Background: an optimization exercise with open tools, aiming at small area, a short achievable clock period and few clock cycles per item. Do not read the settings as production practice.
Where RTL was checked, it was by simulation tests only, not by an equivalence proof against the original.

== sierra ==
Design multiplier, start of the top module:
module multiplier #(MANT_BITS=23, EXP_BITS=8)(
	input wire clk,
	input wire reset_n,
	input wire input_valid,
	input logic [EXP_BITS+MANT_BITS:0] in_a,
	input logic [EXP_BITS+MANT_BITS:0] in_b,
	output logic [EXP_BITS+MANT_BITS:0] data_out,
	output logic output_valid
);
Size in the first run: ~1,900 cells after synthesis, roughly 19,000 sq um of cells after synthesis.
Settings: LEC_CHECK=0, CAP_MARGIN=20, CORE_MARGIN=2, CORE_UTILIZATION=65, SETUP_SLACK_MARGIN=2.5, SLEW_MARGIN=20, SYNTH_HIERARCHICAL=1; clock period 8.0 ns.
standard.sh (not shown) runs the stock make flow with config.mk's settings and CLKGATE_MAP_FILE= SYNTH_SCRIPT=/design/flow/synth_recipe.tcl, a recipe that flattens the netlist after the stock synthesis.
==> flow/flow/run.sh <==
#!/bin/bash
set -euo pipefail
export BUFFER_PORTS_ARGS="-buffer_cell sky130_fd_sc_hd__buf_4"
bash standard.sh > standard.log 2>&1
Testbench counts of sierra, summed over its fixed seeds: cycles 3,200, items 3,200.
Setup changes, sierra to ember
diff --git a/flow/design.v b/flow/design.v
--- a/flow/design.v
+++ b/flow/design.v
@@ -1,42 +1,43 @@
 module multiplier #(MANT_BITS=23, EXP_BITS=8)(
 	input wire clk,
 	input wire reset_n,
 	input wire input_valid,
 	input logic [EXP_BITS+MANT_BITS:0] in_a,
 	input logic [EXP_BITS+MANT_BITS:0] in_b,
 	output logic [EXP_BITS+MANT_BITS:0] data_out,
 	output logic output_valid
 );
-localparam [1:0] IDLE = 2'd0, SHIFT = 2'd1, MUL = 2'd2;
+localparam [1:0] IDLE = 2'd0, SHIFT = 2'd1, MUL = 2'd2, LOAD = 2'd3;
 logic [1:0] st;
 logic [7:0] ea, eb;
 logic za, zb;
 logic [9:0] esum;               
 logic slow;
 assign ea = in_a[30:23];
 assign eb = in_b[30:23];
 assign za = (ea == 8'd0);
 assign zb = (eb == 8'd0);
 assign esum = {2'b0, ea | {7'b0, za}} + {2'b0, eb | {7'b0, zb}};
 assign slow = (za & ~zb & (|in_a[22:0])) | (zb & ~za & (|in_b[22:0]));
 logic [23:0] sh;                
 logic        sh_a;              
 logic [8:0]  e;                 
 logic        s126_r;
 wire shifting = (st == SHIFT) && !sh[23] && !e[8] && !s126_r;
 always_ff @(posedge clk) begin
-	if (st == IDLE) begin
-		sh <= {1'b0, za ? in_a[22:0] : in_b[22:0]};
+	if (st == IDLE)
 		sh_a <= za;
-	end else if (shifting)
+	if (st == LOAD)
+		sh <= {1'b0, sh_a ? in_a[22:0] : in_b[22:0]};
+	else if (shifting)
 		sh <= sh << 1;
 end
 wire use_sh = (st == MUL);
 wire [23:0] x = (use_sh && sh_a) ? sh : {~za, in_a[22:0]};
 wire [23:0] y = (use_sh && !sh_a) ? sh : {~zb, in_b[22:0]};
 	wire pp1 = x[0] & y[0];
 	wire pp2 = x[0] & y[1];
 	wire pp3 = x[0] & y[2];
 	wire pp4 = x[0] & y[3];
 	wire pp5 = x[0] & y[4];
 	wire pp6 = x[0] & y[5];
@@ -1638,40 +1639,44 @@
 		s126_r <= (esum == 10'd128);
 	end else if (shifting)
 		e <= e - 9'd1;
 end
 always_ff @(posedge clk, negedge reset_n) begin
 	if (!reset_n) begin
 		st <= IDLE;
 		output_valid <= 1'b0;
 	end else begin
 		output_valid <= (st == MUL) || (st == IDLE && input_valid && !slow);
 		case (st)
-			IDLE: if (input_valid && slow) st <= SHIFT;
+			IDLE: if (input_valid && slow) st <= LOAD;
+			LOAD: st <= SHIFT;
 			SHIFT: if (!shifting) st <= MUL;
 			default: st <= IDLE;
 		endcase
 	end
 end
 wire [32:0] ps = {ra, 1'b1} + {rb, rc};    
 wire [31:0] p = ps[32:1];                     
 wire p47 = p[31];
 wire p46 = p[30];
 wire [22:0] mo = p47 ? p[30:8] : p[29:7];
 wire [7:0] e1 = e[7:0] + 8'd1;
 wire [7:0] eo = p47 ? e1 : (s126_r && !p46) ? 8'd0 : e[7:0];
 assign data_out = {sgn, inf_r ? {8'hff, 23'd0} : zero_r ? 31'd0 : {eo, mo}};
 endmodule
 module mul_fa(input a, input b, input c, output s, output co);
 	assign s = a ^ b ^ c;
 	assign co = (a & b) | (a & c) | (b & c);
 endmodule
+module mul_bselp(input one, input two, input xi, input xim, output t);
+	assign t = (one & xi) | (two & xim);
+endmodule
 module mul_bsel(input one, input two, input xi, input xim, output tn);
 	assign tn = ~((one & xi) | (two & xim));
 endmodule
 module mul_bpp(input one, input two, input neg, input xi, input xim, output pp);
 	assign pp = ((one & xi) | (two & xim)) ^ neg;
 endmodule
 module mul_ha(input a, input b, output s, output co);
 	assign s = a ^ b;
 	assign co = a & b;
 endmodule
## What came out
- The final-layout clock-cell area share on ember is in line with that on sierra.
- Of ember and sierra, it is ember that has the higher synthesized area per cell.
- ember against sierra: met3 layer wire length in the routed design grew by about 6.5%; critical path depth lower.
- The run showing the smaller global router's overall resource usage is sierra.
- Between ember and sierra, the CTS buffer count figures differ only marginally.
- On post-route cell area: between sierra and ember, it ends up higher for ember.
- Compared with sierra, in ember count of plain and timing-repair buffers shows an increase of 52; final cell count without fillers shows an increase of about 2.3%.
No functional check of the RTL was part of ember.

what the ideal ports hide:
The flow's constraints put no driver on any port. The routed layouts listed below were extracted and timed again, unchanged, in two steps. Step 1 sets driving cells, clkbuf_16 on the clock port and buf_2 on the other inputs (assumed; they add their load-dependent delay and slew). Step 2 adds t to the input delays and takes it off the output delays; t is the mean of the earliest and latest rising clock arrival at the registers after step 1. Input paths then give back, and output paths get back, about the clock's delay inside the block. Slacks: ideal ports / drivers / drivers and shift; pairs: ideal ports / drivers.
run	t, ns	setup slack, ns	worst data-port slew with drivers (ns)
sierra	0.445	2.491 / 2.519 / 2.075	0.05
ember	0.446	2.446 / 2.473 / 2.028	0.06
After both steps every run listed still meets setup and hold. For ember, which loses most, drivers alone change the setup slack by +0.027 ns; drivers and shift together by -0.418 ns.
